This is an optimization exercise on Yosys and OpenROAD, whose aim is small area, a short achievable clock period and few clock cycles, not a production implementation. Function was checked by simulation only, so behaviour that the tests miss may differ from the original.

==> design.v <==
module milestone1 (
	input  logic        CLOCK_50_I,
	input  logic        resetn,
	input  logic        M1_en,
	output logic        M1_end,
	output logic [17:0] SRAM_address,
	input  logic [15:0] SRAM_read_data,
	output logic [15:0] SRAM_write_data,
	output logic        SRAM_we_n
);
localparam logic [17:0] UBASE = 18'd38400;
localparam logic [17:0] VOFS  = 18'd19200;
localparam logic [17:0] RGBBASE = 18'd146944;
logic [3:0]  ph;
logic        run, first, rs;
logic        isel_v, selR;
logic [6:0]  gcnt;      
logic [15:0] ya;        
logic [17:0] ca;        
logic [17:0] ra;        
logic [7:0] UW [0:5];
logic [7:0] VW [0:5];
logic [7:0] SU, SV;
logic [7:0] YH, YL;         
logic [22:0] T;             
logic [7:0] PX;             
logic [7:0] PGU, PGV;       
logic [7:0] EB;             
wire [7:0] rh = SRAM_read_data[15:8];
wire [7:0] rl = SRAM_read_data[7:0];
wire active = run | M1_en;
wire clamp  = (gcnt >= 7'd78);
wire last_g = (gcnt == 7'd79);
wire [7:0] t0 = isel_v ? VW[0] : UW[0];
wire [7:0] t1 = isel_v ? VW[1] : UW[1];
wire [7:0] t2 = isel_v ? VW[2] : UW[2];
wire [7:0] t3 = isel_v ? VW[3] : UW[3];
wire [7:0] t4 = isel_v ? VW[4] : UW[4];
wire [7:0] t5 = isel_v ? VW[5] : UW[5];
logic [8:0] S1, S2, S3;
always_ff @(posedge CLOCK_50_I) begin
	S1 <= t0 + t5;
	S2 <= t1 + t4;
	S3 <= t2 + t3;
end
wire q_1 = S1[7] ^ S1[5];
wire q_2 = S1[7] & S1[5];
wire q_3 = S1[8] ^ S1[6];
wire q_4 = S1[8] & S1[6];
wire q_5 = S1[5] ^ S1[3];
wire q_6 = S1[5] & S1[3];
wire q_7 = S1[6] ^ S1[4] ^ S1[2];
wire q_8 = (S1[6] & S1[4]) | (S1[6] & S1[2]) | (S1[4] & S1[2]);
wire q_9 = S2[2] ^ S3[1] ^ ~S2[4];
wire q_10 = (S2[2] & S3[1]) | (S2[2] & ~S2[4]) | (S3[1] & ~S2[4]);
wire q_11 = q_1 ^ S1[3] ^ S2[3];
wire q_12 = (q_1 & S1[3]) | (q_1 & S2[3]) | (S1[3] & S2[3]);
wire q_13 = S3[2] ^ S3[0] ^ ~S2[5];
wire q_14 = (S3[2] & S3[0]) | (S3[2] & ~S2[5]) | (S3[0] & ~S2[5]);
wire q_15 = S2[1] ^ S3[7];
wire q_16 = ~(S2[1] | S3[7]);
wire q_17 = q_3 ^ S1[4] ^ S2[4];
wire q_18 = (q_3 & S1[4]) | (q_3 & S2[4]) | (S1[4] & S2[4]);
wire q_19 = S3[3] ^ S3[1] ^ q_2;
wire q_20 = (S3[3] & S3[1]) | (S3[3] & q_2) | (S3[1] & q_2);
wire q_21 = S2[6] ^ S2[2] ^ S3[8];
wire q_22 = (S2[6] & S2[2]) | (S2[6] & S3[8]) | (S2[2] & S3[8]);
wire q_23 = S1[7] ^ S1[5] ^ S2[5];
wire q_24 = (S1[7] & S1[5]) | (S1[7] & S2[5]) | (S1[5] & S2[5]);
wire q_25 = S3[4] ^ S3[2] ^ q_4;
wire q_26 = (S3[4] & S3[2]) | (S3[4] & q_4) | (S3[2] & q_4);
wire q_27 = ~S2[7] ^ ~S2[3] ^ 1'b1;
wire q_28 = (~S2[7] & ~S2[3]) | (~S2[7] & 1'b1) | (~S2[3] & 1'b1);
wire q_29 = S1[8] ^ S1[6] ^ S2[6];
wire q_30 = (S1[8] & S1[6]) | (S1[8] & S2[6]) | (S1[6] & S2[6]);
wire q_31 = S3[5] ^ S3[3] ^ ~S2[8];
wire q_32 = (S3[5] & S3[3]) | (S3[5] & ~S2[8]) | (S3[3] & ~S2[8]);
wire q_33 = ~S2[4] ^ 1'b1;
wire q_34 = ~S2[4] & 1'b1;
wire q_35 = S1[7] ^ S2[7] ^ S3[6];
wire q_36 = (S1[7] & S2[7]) | (S1[7] & S3[6]) | (S2[7] & S3[6]);
wire q_37 = S1[8] ^ S2[8];
wire q_38 = S1[8] & S2[8];
wire q_39 = S1[2] ^ S1[0];
wire q_40 = S1[2] & S1[0];
wire q_41 = S1[3] ^ S1[1];
wire q_42 = S1[3] & S1[1];
wire q_43 = S1[4] ^ S1[2] ^ S1[0];
wire q_44 = (S1[4] & S1[2]) | (S1[4] & S1[0]) | (S1[2] & S1[0]);
wire q_45 = S2[0] ^ ~S2[2];
wire q_46 = S2[0] & ~S2[2];
wire q_47 = q_5 ^ S1[1] ^ S2[1];
wire q_48 = (q_5 & S1[1]) | (q_5 & S2[1]) | (S1[1] & S2[1]);
wire q_49 = S3[0] ^ ~S2[3] ^ ~S3[5];
wire q_50 = (S3[0] & ~S2[3]) | (S3[0] & ~S3[5]) | (~S2[3] & ~S3[5]);
wire q_51 = q_7 ^ q_9 ^ q_6;
wire q_52 = (q_7 & q_9) | (q_7 & q_6) | (q_9 & q_6);
wire q_53 = ~S2[0] ^ ~S3[6] ^ 1'b1;
wire q_54 = (~S2[0] & ~S3[6]) | (~S2[0] & 1'b1) | (~S3[6] & 1'b1);
wire q_55 = q_11 ^ q_13 ^ q_15;
wire q_56 = (q_11 & q_13) | (q_11 & q_15) | (q_13 & q_15);
wire q_57 = q_8 ^ q_10 ^ 1'b1;
wire q_58 = (q_8 & q_10) | (q_8 & 1'b1) | (q_10 & 1'b1);
wire q_59 = q_17 ^ q_19 ^ q_12;
wire q_60 = (q_17 & q_19) | (q_17 & q_12) | (q_19 & q_12);
wire q_61 = q_14 ^ q_16 ^ ~q_21;
wire q_62 = (q_14 & q_16) | (q_14 & ~q_21) | (q_16 & ~q_21);
wire q_63 = q_23 ^ q_25 ^ q_27;
wire q_64 = (q_23 & q_25) | (q_23 & q_27) | (q_25 & q_27);
wire q_65 = q_18 ^ q_20 ^ ~q_22;
wire q_66 = (q_18 & q_20) | (q_18 & ~q_22) | (q_20 & ~q_22);
wire q_67 = q_29 ^ q_31 ^ q_33;
wire q_68 = (q_29 & q_31) | (q_29 & q_33) | (q_31 & q_33);
wire q_69 = q_24 ^ q_26 ^ q_28;
wire q_70 = (q_24 & q_26) | (q_24 & q_28) | (q_26 & q_28);
wire q_71 = q_35 ^ S3[4] ^ q_30;
wire q_72 = (q_35 & S3[4]) | (q_35 & q_30) | (S3[4] & q_30);
wire q_73 = q_32 ^ q_34 ^ ~S2[5];
wire q_74 = (q_32 & q_34) | (q_32 & ~S2[5]) | (q_34 & ~S2[5]);
wire q_75 = q_37 ^ S3[7] ^ S3[5];
wire q_76 = (q_37 & S3[7]) | (q_37 & S3[5]) | (S3[7] & S3[5]);
wire q_77 = q_36 ^ ~S2[6] ^ 1'b1;
wire q_78 = (q_36 & ~S2[6]) | (q_36 & 1'b1) | (~S2[6] & 1'b1);
wire q_79 = S3[8] ^ S3[6] ^ q_38;
wire q_80 = (S3[8] & S3[6]) | (S3[8] & q_38) | (S3[6] & q_38);
wire q_81 = ~S2[7] ^ 1'b1;
wire q_82 = ~S2[7] & 1'b1;
wire q_83 = S3[7] ^ ~S2[8];
wire q_84 = S3[7] & ~S2[8];
wire q_85 = q_39 ^ ~S2[0];
wire q_86 = q_39 & ~S2[0];
wire q_87 = q_41 ^ q_40 ^ ~S2[1];
wire q_88 = (q_41 & q_40) | (q_41 & ~S2[1]) | (q_40 & ~S2[1]);
wire q_89 = q_43 ^ q_45 ^ q_42;
wire q_90 = (q_43 & q_45) | (q_43 & q_42) | (q_45 & q_42);
wire q_91 = q_47 ^ q_49 ^ q_44;
wire q_92 = (q_47 & q_49) | (q_47 & q_44) | (q_49 & q_44);
wire q_93 = q_51 ^ q_53 ^ q_48;
wire q_94 = (q_51 & q_53) | (q_51 & q_48) | (q_53 & q_48);
wire q_95 = q_55 ^ q_57 ^ q_52;
wire q_96 = (q_55 & q_57) | (q_55 & q_52) | (q_57 & q_52);
wire q_97 = q_59 ^ q_61 ^ q_56;
wire q_98 = (q_59 & q_61) | (q_59 & q_56) | (q_61 & q_56);
wire q_99 = q_63 ^ q_65 ^ q_60;
wire q_100 = (q_63 & q_65) | (q_63 & q_60) | (q_65 & q_60);
wire q_101 = q_67 ^ q_69 ^ q_64;
wire q_102 = (q_67 & q_69) | (q_67 & q_64) | (q_69 & q_64);
wire q_103 = q_71 ^ q_73 ^ q_68;
wire q_104 = (q_71 & q_73) | (q_71 & q_68) | (q_73 & q_68);
wire q_105 = q_75 ^ q_77 ^ q_72;
wire q_106 = (q_75 & q_77) | (q_75 & q_72) | (q_77 & q_72);
wire q_107 = q_79 ^ q_81 ^ q_76;
wire q_108 = (q_79 & q_81) | (q_79 & q_76) | (q_81 & q_76);
wire q_109 = q_83 ^ q_80 ^ q_82;
wire q_110 = (q_83 & q_80) | (q_83 & q_82) | (q_80 & q_82);
wire q_111 = S1[0] ^ ~S3[0];
wire q_112 = S1[0] & ~S3[0];
wire q_113 = S1[1] ^ ~S3[1];
wire q_114 = S1[1] & ~S3[1];
wire q_115 = q_85 ^ ~S3[2] ^ 1'b1;
wire q_116 = (q_85 & ~S3[2]) | (q_85 & 1'b1) | (~S3[2] & 1'b1);
wire q_117 = q_87 ^ q_86 ^ ~S3[3];
wire q_118 = (q_87 & q_86) | (q_87 & ~S3[3]) | (q_86 & ~S3[3]);
wire q_119 = q_89 ^ q_88 ^ ~S3[4];
wire q_120 = (q_89 & q_88) | (q_89 & ~S3[4]) | (q_88 & ~S3[4]);
wire q_121 = q_91 ^ q_46 ^ q_90;
wire q_122 = (q_91 & q_46) | (q_91 & q_90) | (q_46 & q_90);
wire q_123 = q_93 ^ q_50 ^ q_92;
wire q_124 = (q_93 & q_50) | (q_93 & q_92) | (q_50 & q_92);
wire q_125 = q_95 ^ q_54 ^ q_94;
wire q_126 = (q_95 & q_54) | (q_95 & q_94) | (q_54 & q_94);
wire q_127 = q_97 ^ q_58 ^ q_96;
wire q_128 = (q_97 & q_58) | (q_97 & q_96) | (q_58 & q_96);
wire q_129 = q_99 ^ q_62 ^ q_98;
wire q_130 = (q_99 & q_62) | (q_99 & q_98) | (q_62 & q_98);
wire q_131 = q_101 ^ q_66 ^ q_100;
wire q_132 = (q_101 & q_66) | (q_101 & q_100) | (q_66 & q_100);
wire q_133 = q_103 ^ q_70 ^ q_102;
wire q_134 = (q_103 & q_70) | (q_103 & q_102) | (q_70 & q_102);
wire q_135 = q_105 ^ q_74 ^ q_104;
wire q_136 = (q_105 & q_74) | (q_105 & q_104) | (q_74 & q_104);
wire q_137 = q_107 ^ q_78 ^ q_106;
wire q_138 = (q_107 & q_78) | (q_107 & q_106) | (q_78 & q_106);
wire q_139 = q_109 ^ q_108 ^ 1'b1;
wire q_140 = (q_109 & q_108) | (q_109 & 1'b1) | (q_108 & 1'b1);
wire q_141 = S3[8] ^ q_84 ^ q_110;
wire q_142 = (S3[8] & q_84) | (S3[8] & q_110) | (q_84 & q_110);
wire [15:0] q_a = {q_141, q_139, q_137, q_135, q_133, q_131, q_129, q_127, q_125, q_123, q_121, q_119, q_117, q_115, q_113, q_111};
wire [15:0] q_b = {q_140, q_138, q_136, q_134, q_132, q_130, q_128, q_126, q_124, q_122, q_120, q_118, q_116, q_114, q_112, 1'b1};
wire [15:0] isum = q_a + q_b;
wire [7:0] ip = isum[15:8];
wire [7:0] TY = (ph == 4'd9 || ph == 4'd3) ? YH : YL;
wire ty_1 = TY[7] ^ TY[5];
wire ty_2 = TY[7] & TY[5];
wire ty_3 = TY[6] ^ TY[4];
wire ty_4 = TY[6] & TY[4];
wire ty_5 = TY[7] ^ TY[5];
wire ty_6 = TY[7] & TY[5];
wire ty_7 = TY[4] ^ TY[2];
wire ty_8 = TY[4] & TY[2];
wire ty_9 = TY[5] ^ TY[3] ^ TY[1];
wire ty_10 = (TY[5] & TY[3]) | (TY[5] & TY[1]) | (TY[3] & TY[1]);
wire ty_11 = TY[6] ^ TY[4] ^ TY[2];
wire ty_12 = (TY[6] & TY[4]) | (TY[6] & TY[2]) | (TY[4] & TY[2]);
wire ty_13 = ty_1 ^ TY[3] ^ TY[0];
wire ty_14 = (ty_1 & TY[3]) | (ty_1 & TY[0]) | (TY[3] & TY[0]);
wire ty_15 = ty_3 ^ TY[1] ^ ty_2;
wire ty_16 = (ty_3 & TY[1]) | (ty_3 & ty_2) | (TY[1] & ty_2);
wire ty_17 = ty_5 ^ TY[2] ^ ty_4;
wire ty_18 = (ty_5 & TY[2]) | (ty_5 & ty_4) | (TY[2] & ty_4);
wire ty_19 = TY[6] ^ TY[3] ^ ty_6;
wire ty_20 = (TY[6] & TY[3]) | (TY[6] & ty_6) | (TY[3] & ty_6);
wire ty_21 = TY[7] ^ TY[4];
wire ty_22 = TY[7] & TY[4];
wire ty_23 = TY[2] ^ TY[0];
wire ty_24 = TY[2] & TY[0];
wire ty_25 = TY[3] ^ TY[1] ^ 1'b1;
wire ty_26 = (TY[3] & TY[1]) | (TY[3] & 1'b1) | (TY[1] & 1'b1);
wire ty_27 = ty_7 ^ TY[0] ^ 1'b1;
wire ty_28 = (ty_7 & TY[0]) | (ty_7 & 1'b1) | (TY[0] & 1'b1);
wire ty_29 = ty_9 ^ ty_8 ^ 1'b1;
wire ty_30 = (ty_9 & ty_8) | (ty_9 & 1'b1) | (ty_8 & 1'b1);
wire ty_31 = ty_11 ^ ty_10 ^ 1'b1;
wire ty_32 = (ty_11 & ty_10) | (ty_11 & 1'b1) | (ty_10 & 1'b1);
wire ty_33 = ty_13 ^ ty_12 ^ 1'b1;
wire ty_34 = (ty_13 & ty_12) | (ty_13 & 1'b1) | (ty_12 & 1'b1);
wire ty_35 = ty_15 ^ ty_14 ^ 1'b1;
wire ty_36 = (ty_15 & ty_14) | (ty_15 & 1'b1) | (ty_14 & 1'b1);
wire ty_37 = ty_17 ^ ty_16 ^ 1'b1;
wire ty_38 = (ty_17 & ty_16) | (ty_17 & 1'b1) | (ty_16 & 1'b1);
wire ty_39 = ty_19 ^ ty_18 ^ 1'b1;
wire ty_40 = (ty_19 & ty_18) | (ty_19 & 1'b1) | (ty_18 & 1'b1);
wire ty_41 = ty_21 ^ ty_20 ^ 1'b1;
wire ty_42 = (ty_21 & ty_20) | (ty_21 & 1'b1) | (ty_20 & 1'b1);
wire ty_43 = TY[5] ^ ty_22 ^ 1'b1;
wire ty_44 = (TY[5] & ty_22) | (TY[5] & 1'b1) | (ty_22 & 1'b1);
wire ty_45 = TY[6] ^ 1'b1;
wire ty_46 = TY[6] & 1'b1;
wire ty_47 = TY[7] ^ 1'b1;
wire ty_48 = TY[7] & 1'b1;
wire [22:0] ty_a = {1'b1, ty_47, ty_45, ty_43, ty_41, ty_39, ty_37, ty_35, ty_33, ty_31, ty_29, ty_27, ty_25, ty_23, TY[1], TY[0], ~TY[6], ~TY[5], ~TY[4], ~TY[3], ~TY[2], ~TY[1], ~TY[0]};
wire [22:0] ty_b = {ty_48, ty_46, ty_44, ty_42, ty_40, ty_38, ty_36, ty_34, ty_32, ty_30, ty_28, ty_26, ty_24, 1'b1, 1'b1, ~TY[7], 1'b0, 1'b0, 1'b0, 1'b0, 1'b0, 1'b0, 1'b1};
wire [22:0] Tn = ty_a + ty_b;
wire [7:0] XR = PX & {8{selR}};
wire [7:0] XB = PX & {8{~selR}};
wire rb_1 = T[5] ^ PX[7];
wire rb_2 = T[5] & PX[7];
wire rb_3 = T[15] ^ PX[0];
wire rb_4 = T[15] & PX[0];
wire rb_5 = T[2] ^ PX[4];
wire rb_6 = T[2] & PX[4];
wire rb_7 = T[3] ^ PX[5] ^ PX[4];
wire rb_8 = (T[3] & PX[5]) | (T[3] & PX[4]) | (PX[5] & PX[4]);
wire rb_9 = T[4] ^ PX[6] ^ PX[5];
wire rb_10 = (T[4] & PX[6]) | (T[4] & PX[5]) | (PX[6] & PX[5]);
wire rb_11 = PX[2] ^ XB[3];
wire rb_12 = PX[2] & XB[3];
wire rb_13 = rb_1 ^ PX[6] ^ PX[3];
wire rb_14 = (rb_1 & PX[6]) | (rb_1 & PX[3]) | (PX[6] & PX[3]);
wire rb_15 = PX[0] ^ XB[4] ^ 1'b1;
wire rb_16 = (PX[0] & XB[4]) | (PX[0] & 1'b1) | (XB[4] & 1'b1);
wire rb_17 = T[6] ^ PX[7] ^ PX[4];
wire rb_18 = (T[6] & PX[7]) | (T[6] & PX[4]) | (PX[7] & PX[4]);
wire rb_19 = PX[1] ^ XB[5] ^ rb_2;
wire rb_20 = (PX[1] & XB[5]) | (PX[1] & rb_2) | (XB[5] & rb_2);
wire rb_21 = T[7] ^ PX[5] ^ PX[2];
wire rb_22 = (T[7] & PX[5]) | (T[7] & PX[2]) | (PX[5] & PX[2]);
wire rb_23 = XB[6] ^ 1'b1;
wire rb_24 = XB[6] & 1'b1;
wire rb_25 = T[8] ^ PX[6] ^ PX[3];
wire rb_26 = (T[8] & PX[6]) | (T[8] & PX[3]) | (PX[6] & PX[3]);
wire rb_27 = XB[7] ^ XB[0] ^ selR;
wire rb_28 = (XB[7] & XB[0]) | (XB[7] & selR) | (XB[0] & selR);
wire rb_29 = T[9] ^ PX[7] ^ PX[4];
wire rb_30 = (T[9] & PX[7]) | (T[9] & PX[4]) | (PX[7] & PX[4]);
wire rb_31 = XR[0] ^ XB[1];
wire rb_32 = XR[0] & XB[1];
wire rb_33 = T[10] ^ PX[5] ^ XR[1];
wire rb_34 = (T[10] & PX[5]) | (T[10] & XR[1]) | (PX[5] & XR[1]);
wire rb_35 = XR[0] ^ XB[2] ^ 1'b1;
wire rb_36 = (XR[0] & XB[2]) | (XR[0] & 1'b1) | (XB[2] & 1'b1);
wire rb_37 = T[11] ^ PX[6] ^ XR[2];
wire rb_38 = (T[11] & PX[6]) | (T[11] & XR[2]) | (PX[6] & XR[2]);
wire rb_39 = XR[1] ^ XB[3];
wire rb_40 = XR[1] & XB[3];
wire rb_41 = T[12] ^ PX[7] ^ XR[3];
wire rb_42 = (T[12] & PX[7]) | (T[12] & XR[3]) | (PX[7] & XR[3]);
wire rb_43 = XR[2] ^ XB[4];
wire rb_44 = XR[2] & XB[4];
wire rb_45 = T[13] ^ XR[4] ^ XR[3];
wire rb_46 = (T[13] & XR[4]) | (T[13] & XR[3]) | (XR[4] & XR[3]);
wire rb_47 = XB[5] ^ ~XR[0] ^ 1'b1;
wire rb_48 = (XB[5] & ~XR[0]) | (XB[5] & 1'b1) | (~XR[0] & 1'b1);
wire rb_49 = T[14] ^ XR[5] ^ XR[4];
wire rb_50 = (T[14] & XR[5]) | (T[14] & XR[4]) | (XR[5] & XR[4]);
wire rb_51 = XB[6] ^ ~XR[1] ^ 1'b1;
wire rb_52 = (XB[6] & ~XR[1]) | (XB[6] & 1'b1) | (~XR[1] & 1'b1);
wire rb_53 = rb_3 ^ XR[6] ^ XR[5];
wire rb_54 = (rb_3 & XR[6]) | (rb_3 & XR[5]) | (XR[6] & XR[5]);
wire rb_55 = XB[7] ^ ~XR[2] ^ ~selR;
wire rb_56 = (XB[7] & ~XR[2]) | (XB[7] & ~selR) | (~XR[2] & ~selR);
wire rb_57 = T[16] ^ PX[1] ^ XR[7];
wire rb_58 = (T[16] & PX[1]) | (T[16] & XR[7]) | (PX[1] & XR[7]);
wire rb_59 = XR[6] ^ rb_4 ^ ~XR[3];
wire rb_60 = (XR[6] & rb_4) | (XR[6] & ~XR[3]) | (rb_4 & ~XR[3]);
wire rb_61 = T[17] ^ PX[2] ^ XR[7];
wire rb_62 = (T[17] & PX[2]) | (T[17] & XR[7]) | (PX[2] & XR[7]);
wire rb_63 = XR[4] ^ selR;
wire rb_64 = ~(XR[4] | selR);
wire rb_65 = T[18] ^ PX[3];
wire rb_66 = T[18] & PX[3];
wire rb_67 = T[19] ^ PX[4];
wire rb_68 = T[19] & PX[4];
wire rb_69 = T[20] ^ PX[5];
wire rb_70 = T[20] & PX[5];
wire rb_71 = T[1] ^ PX[3];
wire rb_72 = T[1] & PX[3];
wire rb_73 = rb_5 ^ PX[3] ^ PX[0];
wire rb_74 = (rb_5 & PX[3]) | (rb_5 & PX[0]) | (PX[3] & PX[0]);
wire rb_75 = rb_7 ^ PX[1] ^ XB[2];
wire rb_76 = (rb_7 & PX[1]) | (rb_7 & XB[2]) | (PX[1] & XB[2]);
wire rb_77 = rb_9 ^ rb_11 ^ rb_8;
wire rb_78 = (rb_9 & rb_11) | (rb_9 & rb_8) | (rb_11 & rb_8);
wire rb_79 = rb_13 ^ rb_15 ^ rb_10;
wire rb_80 = (rb_13 & rb_15) | (rb_13 & rb_10) | (rb_15 & rb_10);
wire rb_81 = rb_17 ^ rb_19 ^ rb_14;
wire rb_82 = (rb_17 & rb_19) | (rb_17 & rb_14) | (rb_19 & rb_14);
wire rb_83 = rb_21 ^ rb_23 ^ rb_18;
wire rb_84 = (rb_21 & rb_23) | (rb_21 & rb_18) | (rb_23 & rb_18);
wire rb_85 = rb_25 ^ rb_27 ^ rb_22;
wire rb_86 = (rb_25 & rb_27) | (rb_25 & rb_22) | (rb_27 & rb_22);
wire rb_87 = rb_29 ^ rb_31 ^ rb_26;
wire rb_88 = (rb_29 & rb_31) | (rb_29 & rb_26) | (rb_31 & rb_26);
wire rb_89 = rb_33 ^ rb_35 ^ rb_30;
wire rb_90 = (rb_33 & rb_35) | (rb_33 & rb_30) | (rb_35 & rb_30);
wire rb_91 = rb_37 ^ rb_39 ^ rb_34;
wire rb_92 = (rb_37 & rb_39) | (rb_37 & rb_34) | (rb_39 & rb_34);
wire rb_93 = rb_41 ^ rb_43 ^ rb_38;
wire rb_94 = (rb_41 & rb_43) | (rb_41 & rb_38) | (rb_43 & rb_38);
wire rb_95 = rb_45 ^ rb_47 ^ rb_42;
wire rb_96 = (rb_45 & rb_47) | (rb_45 & rb_42) | (rb_47 & rb_42);
wire rb_97 = rb_49 ^ rb_51 ^ rb_46;
wire rb_98 = (rb_49 & rb_51) | (rb_49 & rb_46) | (rb_51 & rb_46);
wire rb_99 = rb_53 ^ rb_55 ^ rb_50;
wire rb_100 = (rb_53 & rb_55) | (rb_53 & rb_50) | (rb_55 & rb_50);
wire rb_101 = rb_57 ^ rb_59 ^ rb_54;
wire rb_102 = (rb_57 & rb_59) | (rb_57 & rb_54) | (rb_59 & rb_54);
wire rb_103 = rb_61 ^ rb_63 ^ rb_58;
wire rb_104 = (rb_61 & rb_63) | (rb_61 & rb_58) | (rb_63 & rb_58);
wire rb_105 = rb_65 ^ rb_62 ^ rb_64;
wire rb_106 = (rb_65 & rb_62) | (rb_65 & rb_64) | (rb_62 & rb_64);
wire rb_107 = rb_67 ^ rb_66 ^ ~XR[6];
wire rb_108 = (rb_67 & rb_66) | (rb_67 & ~XR[6]) | (rb_66 & ~XR[6]);
wire rb_109 = rb_69 ^ rb_68 ^ ~XR[7];
wire rb_110 = (rb_69 & rb_68) | (rb_69 & ~XR[7]) | (rb_68 & ~XR[7]);
wire rb_111 = T[21] ^ PX[6] ^ selR;
wire rb_112 = (T[21] & PX[6]) | (T[21] & selR) | (PX[6] & selR);
wire rb_113 = T[0] ^ PX[2];
wire rb_114 = T[0] & PX[2];
wire rb_115 = rb_71 ^ PX[2] ^ XB[0];
wire rb_116 = (rb_71 & PX[2]) | (rb_71 & XB[0]) | (PX[2] & XB[0]);
wire rb_117 = rb_73 ^ XB[1] ^ rb_72;
wire rb_118 = (rb_73 & XB[1]) | (rb_73 & rb_72) | (XB[1] & rb_72);
wire rb_119 = rb_75 ^ rb_6 ^ rb_74;
wire rb_120 = (rb_75 & rb_6) | (rb_75 & rb_74) | (rb_6 & rb_74);
wire rb_121 = rb_77 ^ rb_76 ^ 1'b1;
wire rb_122 = (rb_77 & rb_76) | (rb_77 & 1'b1) | (rb_76 & 1'b1);
wire rb_123 = rb_79 ^ rb_12 ^ rb_78;
wire rb_124 = (rb_79 & rb_12) | (rb_79 & rb_78) | (rb_12 & rb_78);
wire rb_125 = rb_81 ^ rb_16 ^ rb_80;
wire rb_126 = (rb_81 & rb_16) | (rb_81 & rb_80) | (rb_16 & rb_80);
wire rb_127 = rb_83 ^ rb_20 ^ rb_82;
wire rb_128 = (rb_83 & rb_20) | (rb_83 & rb_82) | (rb_20 & rb_82);
wire rb_129 = rb_85 ^ rb_24 ^ rb_84;
wire rb_130 = (rb_85 & rb_24) | (rb_85 & rb_84) | (rb_24 & rb_84);
wire rb_131 = rb_87 ^ rb_28 ^ rb_86;
wire rb_132 = (rb_87 & rb_28) | (rb_87 & rb_86) | (rb_28 & rb_86);
wire rb_133 = rb_89 ^ rb_32 ^ rb_88;
wire rb_134 = (rb_89 & rb_32) | (rb_89 & rb_88) | (rb_32 & rb_88);
wire rb_135 = rb_91 ^ rb_36 ^ rb_90;
wire rb_136 = (rb_91 & rb_36) | (rb_91 & rb_90) | (rb_36 & rb_90);
wire rb_137 = rb_93 ^ rb_40 ^ rb_92;
wire rb_138 = (rb_93 & rb_40) | (rb_93 & rb_92) | (rb_40 & rb_92);
wire rb_139 = rb_95 ^ rb_44 ^ rb_94;
wire rb_140 = (rb_95 & rb_44) | (rb_95 & rb_94) | (rb_44 & rb_94);
wire rb_141 = rb_97 ^ rb_48 ^ rb_96;
wire rb_142 = (rb_97 & rb_48) | (rb_97 & rb_96) | (rb_48 & rb_96);
wire rb_143 = rb_99 ^ rb_52 ^ rb_98;
wire rb_144 = (rb_99 & rb_52) | (rb_99 & rb_98) | (rb_52 & rb_98);
wire rb_145 = rb_101 ^ rb_56 ^ rb_100;
wire rb_146 = (rb_101 & rb_56) | (rb_101 & rb_100) | (rb_56 & rb_100);
wire rb_147 = rb_103 ^ rb_60 ^ rb_102;
wire rb_148 = (rb_103 & rb_60) | (rb_103 & rb_102) | (rb_60 & rb_102);
wire rb_149 = rb_105 ^ rb_104 ^ ~XR[5];
wire rb_150 = (rb_105 & rb_104) | (rb_105 & ~XR[5]) | (rb_104 & ~XR[5]);
wire rb_151 = rb_107 ^ rb_106 ^ 1'b1;
wire rb_152 = (rb_107 & rb_106) | (rb_107 & 1'b1) | (rb_106 & 1'b1);
wire rb_153 = rb_109 ^ rb_108 ^ ~selR;
wire rb_154 = (rb_109 & rb_108) | (rb_109 & ~selR) | (rb_108 & ~selR);
wire rb_155 = rb_111 ^ rb_70 ^ rb_110;
wire rb_156 = (rb_111 & rb_70) | (rb_111 & rb_110) | (rb_70 & rb_110);
wire rb_157 = T[22] ^ PX[7] ^ rb_112;
wire rb_158 = (T[22] & PX[7]) | (T[22] & rb_112) | (PX[7] & rb_112);
wire [26:0] rb_a = {1'b1, 1'b1, rb_157, rb_155, rb_153, rb_151, rb_149, rb_147, rb_145, rb_143, rb_141, rb_139, rb_137, rb_135, rb_133, rb_131, rb_129, rb_127, rb_125, rb_123, rb_121, rb_119, rb_117, rb_115, rb_113, PX[1], PX[0]};
wire [26:0] rb_b = {1'b0, rb_158, rb_156, rb_154, rb_152, rb_150, rb_148, rb_146, rb_144, rb_142, rb_140, rb_138, rb_136, rb_134, rb_132, rb_130, rb_128, rb_126, rb_124, rb_122, rb_120, rb_118, rb_116, rb_114, PX[1], PX[0], 1'b0};
wire [26:0] RBs = rb_a + rb_b;
wire g_1 = T[13] ^ PGU[2];
wire g_2 = T[13] & PGU[2];
wire g_3 = T[14] ^ PGU[3] ^ PGV[2];
wire g_4 = (T[14] & PGU[3]) | (T[14] & PGV[2]) | (PGU[3] & PGV[2]);
wire g_5 = T[15] ^ PGU[4] ^ PGV[3];
wire g_6 = (T[15] & PGU[4]) | (T[15] & PGV[3]) | (PGU[4] & PGV[3]);
wire g_7 = T[16] ^ PGU[5] ^ PGV[4];
wire g_8 = (T[16] & PGU[5]) | (T[16] & PGV[4]) | (PGU[5] & PGV[4]);
wire g_9 = T[17] ^ PGU[6];
wire g_10 = T[17] & PGU[6];
wire g_11 = T[18] ^ PGU[7];
wire g_12 = T[18] & PGU[7];
wire g_13 = T[3] ^ PGU[2];
wire g_14 = T[3] & PGU[2];
wire g_15 = T[4] ^ PGU[3] ^ ~PGU[1];
wire g_16 = (T[4] & PGU[3]) | (T[4] & ~PGU[1]) | (PGU[3] & ~PGU[1]);
wire g_17 = T[5] ^ PGU[4] ^ ~PGU[2];
wire g_18 = (T[5] & PGU[4]) | (T[5] & ~PGU[2]) | (PGU[4] & ~PGU[2]);
wire g_19 = T[6] ^ PGU[5];
wire g_20 = T[6] & PGU[5];
wire g_21 = T[7] ^ PGU[6];
wire g_22 = T[7] & PGU[6];
wire g_23 = T[8] ^ PGU[7] ^ ~PGU[5];
wire g_24 = (T[8] & PGU[7]) | (T[8] & ~PGU[5]) | (PGU[7] & ~PGU[5]);
wire g_25 = T[9] ^ ~PGU[6];
wire g_26 = T[9] & ~PGU[6];
wire g_27 = T[10] ^ ~PGU[7] ^ ~PGU[2];
wire g_28 = (T[10] & ~PGU[7]) | (T[10] & ~PGU[2]) | (~PGU[7] & ~PGU[2]);
wire g_29 = PGV[7] ^ PGV[0];
wire g_30 = ~(PGV[7] | PGV[0]);
wire g_31 = T[11] ^ PGU[0] ^ ~PGU[3];
wire g_32 = (T[11] & PGU[0]) | (T[11] & ~PGU[3]) | (PGU[0] & ~PGU[3]);
wire g_33 = T[12] ^ PGU[1] ^ PGV[0];
wire g_34 = (T[12] & PGU[1]) | (T[12] & PGV[0]) | (PGU[1] & PGV[0]);
wire g_35 = PGU[4] ^ PGV[2];
wire g_36 = ~(PGU[4] | PGV[2]);
wire g_37 = g_1 ^ PGV[1] ^ ~PGU[5];
wire g_38 = (g_1 & PGV[1]) | (g_1 & ~PGU[5]) | (PGV[1] & ~PGU[5]);
wire g_39 = ~PGU[0] ^ ~PGV[3] ^ 1'b1;
wire g_40 = (~PGU[0] & ~PGV[3]) | (~PGU[0] & 1'b1) | (~PGV[3] & 1'b1);
wire g_41 = g_3 ^ g_2 ^ ~PGU[6];
wire g_42 = (g_3 & g_2) | (g_3 & ~PGU[6]) | (g_2 & ~PGU[6]);
wire g_43 = PGU[1] ^ PGV[4] ^ PGV[0];
wire g_44 = (PGU[1] & PGV[4]) | (PGU[1] & PGV[0]) | (PGV[4] & PGV[0]);
wire g_45 = g_5 ^ g_4 ^ ~PGU[7];
wire g_46 = (g_5 & g_4) | (g_5 & ~PGU[7]) | (g_4 & ~PGU[7]);
wire g_47 = PGU[2] ^ PGV[5] ^ PGV[1];
wire g_48 = (PGU[2] & PGV[5]) | (PGU[2] & PGV[1]) | (PGV[5] & PGV[1]);
wire g_49 = g_7 ^ g_6 ^ ~PGU[3];
wire g_50 = (g_7 & g_6) | (g_7 & ~PGU[3]) | (g_6 & ~PGU[3]);
wire g_51 = ~PGV[6] ^ ~PGV[2] ^ 1'b1;
wire g_52 = (~PGV[6] & ~PGV[2]) | (~PGV[6] & 1'b1) | (~PGV[2] & 1'b1);
wire g_53 = g_9 ^ PGV[5] ^ g_8;
wire g_54 = (g_9 & PGV[5]) | (g_9 & g_8) | (PGV[5] & g_8);
wire g_55 = PGU[4] ^ PGV[7] ^ PGV[3];
wire g_56 = (PGU[4] & PGV[7]) | (PGU[4] & PGV[3]) | (PGV[7] & PGV[3]);
wire g_57 = g_11 ^ PGV[6] ^ g_10;
wire g_58 = (g_11 & PGV[6]) | (g_11 & g_10) | (PGV[6] & g_10);
wire g_59 = ~PGU[5] ^ ~PGV[4] ^ 1'b1;
wire g_60 = (~PGU[5] & ~PGV[4]) | (~PGU[5] & 1'b1) | (~PGV[4] & 1'b1);
wire g_61 = T[19] ^ PGV[7] ^ g_12;
wire g_62 = (T[19] & PGV[7]) | (T[19] & g_12) | (PGV[7] & g_12);
wire g_63 = ~PGU[6] ^ ~PGV[5] ^ 1'b1;
wire g_64 = (~PGU[6] & ~PGV[5]) | (~PGU[6] & 1'b1) | (~PGV[5] & 1'b1);
wire g_65 = T[20] ^ ~PGU[7] ^ ~PGV[6];
wire g_66 = (T[20] & ~PGU[7]) | (T[20] & ~PGV[6]) | (~PGU[7] & ~PGV[6]);
wire g_67 = g_13 ^ ~PGU[0];
wire g_68 = g_13 & ~PGU[0];
wire g_69 = g_15 ^ g_14 ^ ~PGV[6];
wire g_70 = (g_15 & g_14) | (g_15 & ~PGV[6]) | (g_14 & ~PGV[6]);
wire g_71 = g_17 ^ g_16 ^ ~PGV[7];
wire g_72 = (g_17 & g_16) | (g_17 & ~PGV[7]) | (g_16 & ~PGV[7]);
wire g_73 = g_19 ^ g_18 ^ ~PGU[3];
wire g_74 = (g_19 & g_18) | (g_19 & ~PGU[3]) | (g_18 & ~PGU[3]);
wire g_75 = g_21 ^ g_20 ^ ~PGU[4];
wire g_76 = (g_21 & g_20) | (g_21 & ~PGU[4]) | (g_20 & ~PGU[4]);
wire g_77 = g_23 ^ g_22 ^ ~PGU[0];
wire g_78 = (g_23 & g_22) | (g_23 & ~PGU[0]) | (g_22 & ~PGU[0]);
wire g_79 = g_25 ^ g_24 ^ ~PGU[1];
wire g_80 = (g_25 & g_24) | (g_25 & ~PGU[1]) | (g_24 & ~PGU[1]);
wire g_81 = g_27 ^ g_29 ^ g_26;
wire g_82 = (g_27 & g_29) | (g_27 & g_26) | (g_29 & g_26);
wire g_83 = g_31 ^ g_28 ^ g_30;
wire g_84 = (g_31 & g_28) | (g_31 & g_30) | (g_28 & g_30);
wire g_85 = g_33 ^ g_35 ^ g_32;
wire g_86 = (g_33 & g_35) | (g_33 & g_32) | (g_35 & g_32);
wire g_87 = g_37 ^ g_39 ^ g_34;
wire g_88 = (g_37 & g_39) | (g_37 & g_34) | (g_39 & g_34);
wire g_89 = g_41 ^ g_38 ^ g_40;
wire g_90 = (g_41 & g_38) | (g_41 & g_40) | (g_38 & g_40);
wire g_91 = g_45 ^ g_42 ^ ~g_47;
wire g_92 = (g_45 & g_42) | (g_45 & ~g_47) | (g_42 & ~g_47);
wire g_93 = g_49 ^ g_51 ^ g_46;
wire g_94 = (g_49 & g_51) | (g_49 & g_46) | (g_51 & g_46);
wire g_95 = g_53 ^ g_50 ^ g_52;
wire g_96 = (g_53 & g_50) | (g_53 & g_52) | (g_50 & g_52);
wire g_97 = g_57 ^ g_59 ^ g_54;
wire g_98 = (g_57 & g_59) | (g_57 & g_54) | (g_59 & g_54);
wire g_99 = g_61 ^ g_63 ^ g_58;
wire g_100 = (g_61 & g_63) | (g_61 & g_58) | (g_63 & g_58);
wire g_101 = g_65 ^ g_62 ^ g_64;
wire g_102 = (g_65 & g_62) | (g_65 & g_64) | (g_62 & g_64);
wire g_103 = T[21] ^ g_66 ^ ~PGV[7];
wire g_104 = (T[21] & g_66) | (T[21] & ~PGV[7]) | (g_66 & ~PGV[7]);
wire g_105 = T[1] ^ PGU[0];
wire g_106 = T[1] & PGU[0];
wire g_107 = T[2] ^ PGU[1] ^ ~PGV[4];
wire g_108 = (T[2] & PGU[1]) | (T[2] & ~PGV[4]) | (PGU[1] & ~PGV[4]);
wire g_109 = g_67 ^ ~PGV[5] ^ ~PGV[0];
wire g_110 = (g_67 & ~PGV[5]) | (g_67 & ~PGV[0]) | (~PGV[5] & ~PGV[0]);
wire g_111 = g_69 ^ g_68 ^ ~PGV[1];
wire g_112 = (g_69 & g_68) | (g_69 & ~PGV[1]) | (g_68 & ~PGV[1]);
wire g_113 = g_71 ^ g_70 ^ ~PGV[2];
wire g_114 = (g_71 & g_70) | (g_71 & ~PGV[2]) | (g_70 & ~PGV[2]);
wire g_115 = g_73 ^ g_72 ^ ~PGV[3];
wire g_116 = (g_73 & g_72) | (g_73 & ~PGV[3]) | (g_72 & ~PGV[3]);
wire g_117 = g_75 ^ g_74 ^ ~PGV[4];
wire g_118 = (g_75 & g_74) | (g_75 & ~PGV[4]) | (g_74 & ~PGV[4]);
wire g_119 = g_77 ^ g_76 ^ ~PGV[5];
wire g_120 = (g_77 & g_76) | (g_77 & ~PGV[5]) | (g_76 & ~PGV[5]);
wire g_121 = g_79 ^ g_78 ^ ~PGV[6];
wire g_122 = (g_79 & g_78) | (g_79 & ~PGV[6]) | (g_78 & ~PGV[6]);
wire g_123 = g_81 ^ g_80 ^ 1'b1;
wire g_124 = (g_81 & g_80) | (g_81 & 1'b1) | (g_80 & 1'b1);
wire g_125 = g_83 ^ g_82 ^ ~PGV[1];
wire g_126 = (g_83 & g_82) | (g_83 & ~PGV[1]) | (g_82 & ~PGV[1]);
wire g_127 = g_85 ^ g_84 ^ 1'b1;
wire g_128 = (g_85 & g_84) | (g_85 & 1'b1) | (g_84 & 1'b1);
wire g_129 = g_87 ^ g_36 ^ g_86;
wire g_130 = (g_87 & g_36) | (g_87 & g_86) | (g_36 & g_86);
wire g_131 = g_89 ^ g_88 ^ ~g_43;
wire g_132 = (g_89 & g_88) | (g_89 & ~g_43) | (g_88 & ~g_43);
wire g_133 = g_91 ^ g_90 ^ ~g_44;
wire g_134 = (g_91 & g_90) | (g_91 & ~g_44) | (g_90 & ~g_44);
wire g_135 = g_93 ^ g_92 ^ ~g_48;
wire g_136 = (g_93 & g_92) | (g_93 & ~g_48) | (g_92 & ~g_48);
wire g_137 = g_95 ^ g_94 ^ ~g_55;
wire g_138 = (g_95 & g_94) | (g_95 & ~g_55) | (g_94 & ~g_55);
wire g_139 = g_97 ^ g_96 ^ ~g_56;
wire g_140 = (g_97 & g_96) | (g_97 & ~g_56) | (g_96 & ~g_56);
wire g_141 = g_99 ^ g_60 ^ g_98;
wire g_142 = (g_99 & g_60) | (g_99 & g_98) | (g_60 & g_98);
wire g_143 = g_101 ^ g_100 ^ 1'b1;
wire g_144 = (g_101 & g_100) | (g_101 & 1'b1) | (g_100 & 1'b1);
wire g_145 = g_103 ^ g_102 ^ 1'b1;
wire g_146 = (g_103 & g_102) | (g_103 & 1'b1) | (g_102 & 1'b1);
wire g_147 = T[22] ^ g_104;
wire g_148 = T[22] & g_104;
wire [26:0] g_a = {1'b1, 1'b1, g_147, g_145, g_143, g_141, g_139, g_137, g_135, g_133, g_131, g_129, g_127, g_125, g_123, g_121, g_119, g_117, g_115, g_113, g_111, g_109, g_107, g_105, T[0], ~PGV[1], ~PGV[0]};
wire [26:0] g_b = {1'b0, g_148, g_146, g_144, g_142, g_140, g_138, g_136, g_134, g_132, g_130, g_128, g_126, g_124, g_122, g_120, g_118, g_116, g_114, g_112, g_110, g_108, g_106, ~PGV[3], ~PGV[2], 1'b0, 1'b1};
wire [26:0] Gs = g_a + g_b;
function automatic [7:0] clip(input logic [26:0] x);
	clip = x[26] ? 8'd0 : (|x[25:24]) ? 8'd255 : x[23:16];
endfunction
wire [7:0] cRB = clip(RBs);
wire [7:0] cG  = clip(Gs);
logic [3:0] nph;
always_comb begin
	case (ph)
		4'd8:  nph = last_g ? 4'd10 : 4'd9;
		4'd9:  nph = 4'd0;
		4'd13: nph = 4'd9;
		4'd14: nph = 4'd10;
		default: nph = ph + 4'd1;
	endcase
end
wire frame_done = (ph == 4'd8) && last_g && (&SRAM_address);
always_ff @(posedge CLOCK_50_I or negedge resetn) begin
	if (!resetn) begin
		ph <= 4'd14;
		run <= 1'b0;
		first <= 1'b1;
		rs <= 1'b0;
		isel_v <= 1'b0;
		selR <= 1'b0;
		M1_end <= 1'b0;
		gcnt <= 7'd0;
		ya <= 16'd1;
		ca <= UBASE;
		ra <= RGBBASE;
		SRAM_address <= 18'd0;
		SRAM_we_n <= 1'b1;
	end else if (active && !M1_end) begin
		run <= 1'b1;
		isel_v <= (nph == 4'd0) || (nph == 4'd4);
		selR <= (nph == 4'd1) || (nph == 4'd2) || (nph == 4'd5) || (nph == 4'd6);
		if (ph == 4'd11) first <= 1'b0;
		if (ph == 4'd13) rs <= 1'b1;
		else if (ph == 4'd0) rs <= 1'b0;
		if (frame_done) begin
			M1_end <= 1'b1;
			SRAM_we_n <= 1'b1;
		end else begin
			ph <= nph;
			if (ph == 4'd8) gcnt <= last_g ? 7'd0 : gcnt + 7'd1;
			SRAM_we_n <= 1'b1;
			case (nph)
				4'd5, 4'd9: begin
					SRAM_address <= {2'b0, ya};
					ya <= ya + 16'd1;
				end
				4'd2, 4'd3, 4'd4, 4'd6, 4'd7, 4'd8: begin
					SRAM_address <= ra;
					ra <= ra + 18'd1;
					SRAM_we_n <= 1'b0;
				end
				4'd0: begin
					SRAM_address <= ca;
				end
				4'd11, 4'd13: begin
					SRAM_address <= ca;
					ca <= ca + 18'd1;
				end
				default: begin  
					SRAM_address <= ca + VOFS;
					if (nph == 4'd1 && !clamp) ca <= ca + 18'd1;
				end
			endcase
		end
	end
end
always_ff @(posedge CLOCK_50_I) begin
	if (ph == 4'd1 || ph == 4'd7 || (ph == 4'd11 && first)) begin
		YH <= rh; YL <= rl;
	end
	case (ph)
		4'd1, 4'd5: SRAM_write_data <= {cRB, cG};
		4'd2, 4'd6: SRAM_write_data <= {EB, cRB};
		default:    SRAM_write_data <= {cG, cRB};
	endcase
	if (ph == 4'd0 || ph == 4'd4) EB <= cRB;
	case (ph)
		4'd9, 4'd3: begin T <= Tn; PX <= UW[2]; end
		4'd0, 4'd4: begin PX <= VW[2]; PGU <= UW[2]; PGV <= VW[2]; end
		4'd1, 4'd5: begin T <= Tn; PX <= ip; PGV <= ip; end
		4'd2, 4'd6: begin PX <= ip; PGU <= ip; end
		default: ;
	endcase
	if (ph == 4'd2 || ph == 4'd6) begin
		UW[0] <= UW[1]; UW[1] <= UW[2]; UW[2] <= UW[3]; UW[3] <= UW[4]; UW[4] <= UW[5];
		if (!clamp) UW[5] <= (ph == 4'd2) ? rh : SU;
		if (ph == 4'd2) SU <= rl;
	end else if (ph == 4'd13) begin
		UW[0] <= rh; UW[1] <= rh; UW[2] <= rh; UW[3] <= rl;
	end else if (ph == 4'd0 && rs) begin
		UW[4] <= rh; UW[5] <= rl;
	end
	if (ph == 4'd3 || ph == 4'd7) begin
		VW[0] <= VW[1]; VW[1] <= VW[2]; VW[2] <= VW[3]; VW[3] <= VW[4]; VW[4] <= VW[5];
		if (!clamp) VW[5] <= (ph == 4'd3) ? rh : SV;
		if (ph == 4'd3) SV <= rl;
	end else if (ph == 4'd12) begin
		VW[0] <= rh; VW[1] <= rh; VW[2] <= rh; VW[3] <= rl;
	end else if (ph == 4'd9 && rs) begin
		VW[4] <= rh; VW[5] <= rl;
	end
end
endmodule
==> run.sh <==
#!/bin/bash
# synth_recipe.tcl (not shown) runs the flow's synth.tcl, then flattens the netlist and writes it again
# the make line also repeats each setting of config.mk as NAME=value (left out here)
make -C /OpenROAD-flow-scripts/flow DESIGN_CONFIG=/design/flow/config.mk WORK_HOME=/design/flow/orfs CLKGATE_MAP_FILE= SYNTH_SCRIPT=/design/flow/synth_recipe.tcl finish
==> config.mk <==
export PLATFORM = sky130hd
export DESIGN_NAME = milestone1
export DESIGN_NICKNAME = milestone1
export VERILOG_FILES = /design/flow/design.v
export SDC_FILE = /design/flow/constraint.sdc
export NUM_CORES = 4
export LEC_CHECK = 0
export CAP_MARGIN = 20
export CORE_MARGIN = 2
export CORE_UTILIZATION = 40
export SLEW_MARGIN = 20
==> constraint.sdc <==
create_clock -name core_clock -period 13.0 [get_ports {CLOCK_50_I}]
set_input_delay 2.6000 -clock core_clock [delete_from_list [all_inputs] [get_ports {CLOCK_50_I}]]
set_output_delay 2.6000 -clock core_clock [all_outputs]
set_load 0.01 [all_outputs]
==> notes.md <==
==> logic make-up after synthesis <==
family / count (synthesis) / synth area share, %
compound gates: 350 / 10.4
xor+xnor: 110 / 4.22
fa+ha+maj: 346 / 24.6
buf+inv: 404 / 6.84
flops: 314 / 37.6
mux: 81 / 3.86
other cells: 1 / 0.0164
simple gates: 624 / 12.5
==> stage by stage <==
step | hold slack, ns | setup slack, ns | instances
final | 0.441 | 7.31 | 3061
after global routing | 0.457 | 6.87 | 3061
after CTS | 0.441 | 7.34 | 3061
after detailed placement | 0.432 | 7.40 | 2993
after global placement | 0.433 | 7.62 | 2993
after floorplan | 0.421 | 8.36 | 2232
==> worst max-delay path: stages, from the launching register on <==
cell     delay (ns)
dfrtp_1        0.55
ha_1           0.58
mux2i_2        0.28
nor2_1         0.82
mux2i_1        0.54
inv_1          0.19
ha_1           0.32
inv_1          0.04
ha_1           0.26
inv_1          0.04
ha_1           0.35
a21o_1         0.23
o41a_1         0.47
a211o_1        0.31
a31o_1         0.22
a21oi_2        0.14
xnor2_1        0.07
==> state kept, by name (all words and copies together) (netlist names), 9 cells and up <==
name	count
S1	9
S2	9
S3	9
SRAM_address	18
SRAM_write_data	16
T	23
UW	48
VW	48
ca	18
ra	18
ya	16
==> final cells by class <==
class / count / area [um^2] / area share [%]
clock buffers: 55 / 1100 / 4.33
well taps: 756 / 946 / 3.72
inverters: 346 / 1300 / 5.11
flip-flops and latches: 314 / 8580 / 33.8
multi-input cells: 1514 / 12700 / 50.2
repair buffers: 63 / 606 / 2.38
clock inverters: 13 / 125 / 0.493
==> cell usage after synthesis, types with 12 or more instances <==
library cell  count
a21o_1           21
a21oi_1          75
a22oi_1          14
a31oi_1          16
and3_1           14
clkbuf_1         39
dfrtp_1          72
dfstp_2          16
dfxtp_1          43
edfxtp_1        183
fa_1            172
ha_1            174
inv_1           346
mux2_2           50
mux2i_1          29
nand2_1         329
nand2b_1         12
nand3_1          36
nand4_1          23
nor2_1          101
nor2b_1          15
nor3_1           36
o21a_1           13
o21ai_0          90
o21bai_1         15
xnor2_1          70
xor2_1           40
==> worst min path at each step <==
stage,to,slack (ns)
2_1_floorplan,first,0.42
3_3_place_gp,first,0.43
3_5_place_dp,first,0.43
4_1_cts,first,0.44
5_1_grt,first,0.46
6_report,first,0.44
==> cells in the final DEF (no fill, tap or decap), types with 14 or more instances in the layout <==
| master | count |
|---|---|
| a21o_1 | 19 |
| a21oi_1 | 75 |
| a22oi_1 | 14 |
| a31oi_1 | 15 |
| and3_1 | 14 |
| clkbuf_16 | 39 |
| clkdlybuf4s50_1 | 53 |
| dfrtp_1 | 71 |
| dfstp_2 | 16 |
| dfxtp_1 | 43 |
| edfxtp_1 | 183 |
| fa_1 | 172 |
| ha_1 | 174 |
| inv_1 | 346 |
| mux2_2 | 50 |
| mux2i_1 | 29 |
| nand2_1 | 329 |
| nand3_1 | 36 |
| nand4_1 | 23 |
| nor2_1 | 101 |
| nor3_1 | 35 |
| o21ai_0 | 86 |
| o21bai_1 | 15 |
| xnor2_1 | 70 |
| xor2_1 | 40 |
==> per-layer routing <==
metal  routed length (um)  part of all wire, %  up-vias
li1                     -                    -     7612
met5                    0                    0        -
met2                25300                   45      451
met1                26100                   47     7767
met3                 3040                  5.4       80
met4                 1500                  2.7        0
==> summary.txt <==
Num CTS Buffers - 37
GP Congestion - 0.894
Minimum clock period - 5.69 ns
Clock Path Buffers - 3
RR Endpoint - T[20]
CTS H-tree depth - 2
Post-synth EDFFs - 183
Min-Delay Startpoint - first
Area delta synth->final - 11.3%
CTS root buf - clkbuf_16
CP startpoint - ph[0]
Vias per cell - 5.20
Worst Path Arrival - 5.99 ns
Cell variety after synth - 93
Synth area leader - edfxtp_1
DRT Pass-1 Iters - 5
Starting DRT DRC Count - 1,120
Net total in the final layout - 2,641
First-pass GRT wire length - 89.6 mm
FF-to-FF path depth - 16
# hold bufs at CTS - 0
RSZ-0062 raised after global routing - false
Worst slew pin tran - 1.09 ns
Die area - 59,000 um^2
Post-DP HPWL - 43.8 mm
Yosys reg bits - 314
Synth area leaders - edfxtp_1 (24%), fa_1 (15%), ha_1 (9.5%), dfrtp_1 (7.9%), inv_1 (5.7%)
Rows - 87
Share of the synthesized area in the top cell type - 24.1%
CP Launch Type - register
Share of the clock period used by the worst path - 43.8%
# setup viols final - 0
Initial Utilization - 40.5%
Seq/Total Area, Yosys - 37.6%
Core region area - 56,400 um^2
CTS tree - yes
Antenna violations before repair - 0
R2R Setup Slk - 7.31 ns
Final wirelength - 55.9 mm
Number of global-route vias before repair - 16,298
Number of diodes - 0
Layout cells sized above 1 - 7.98%
Fin. Hold Viols - 0
Met3 usage - 3.04%
Ys async rst share - 28.0%
I/O pins - 55
Setup TNS - 0 ns
Max-cap violation count - 0
Final slew viol count - 0
Die W - 243 um
Met1 usage - 27.1%
Worst setup EP type - register
Ys Warns - 3
Mean post-synth cell area - 10.2 um^2
Pin count of the biggest net entering global routing - 64
Placed cell areas - 24,200 um^2
Critical Path Fanout Max - 14
Post-route DRC violation count - 0
Worst EP required - 13.29 ns
Relative slew slack - 27.4%
Worst Skew - 0.0332 ns
R2R Path Start - ph[0]
CP Capture Point - T[20]
Gr usage total - 19.2%
Worst-path clk slew - 0.06 ns
WHS Path Cells - 2
Setup CP Type - reg2reg
Post-Synthesis Cells - 2,230
Post-cts sizing count - 0
Synthesized cell area - 22,800 um^2
Final instance area - 25,400 um^2
Final antenna-violating net count - 0
Worst hold path type - reg2reg
GRT busiest layer - met2
Top_reg_cell synth - edfxtp_1
Grt met2 use - 30.7%
Die Ht - 243 um
Outcome - no timing/DRC/antenna violations
Later-pin clock latency in the skew report - 0.57 ns
Routed WL per cell - 18.3 um
Post-CTS Setup Repair Bufs - 0
Via count - 15,910
Clk sinks - 314
Port Buffers - 54
Max Clk Rate - 176 MHz
Final core occ - 45.1%
Fill count - 5,347
Total overflow reported by the global router - 0
Testbench counts, summed over its fixed seeds: cycles 1,157,766.

==> port drivers added, routing unchanged <==
Ports are ideal in the flow. The routed layout listed here was re-timed in OpenROAD. Step 1 assumes that a clkbuf_16 drives the clock port and a buf_2 every other input. Step 2 adds t to the input delays and takes it off the output delays; t is the mean of the earliest and latest rising clock arrival at the registers after step 1. Input paths then give back, and output paths get back, about the clock's delay inside the block. Slacks: ideal / step 1 / step 2; pairs: ideal / step 1.
t (ns): 0.612
slack for setup (ns): 7.306 / 7.306 / 7.306
hold slack, ns: 0.441 / 0.441 / 0.441
worst setup path after step 2: register to register
pins driven straight from the clock port: 1
After both steps this run still meets setup and hold. For this run, drivers alone change the setup slack by 0.000 ns; drivers and shift together by 0.000 ns.
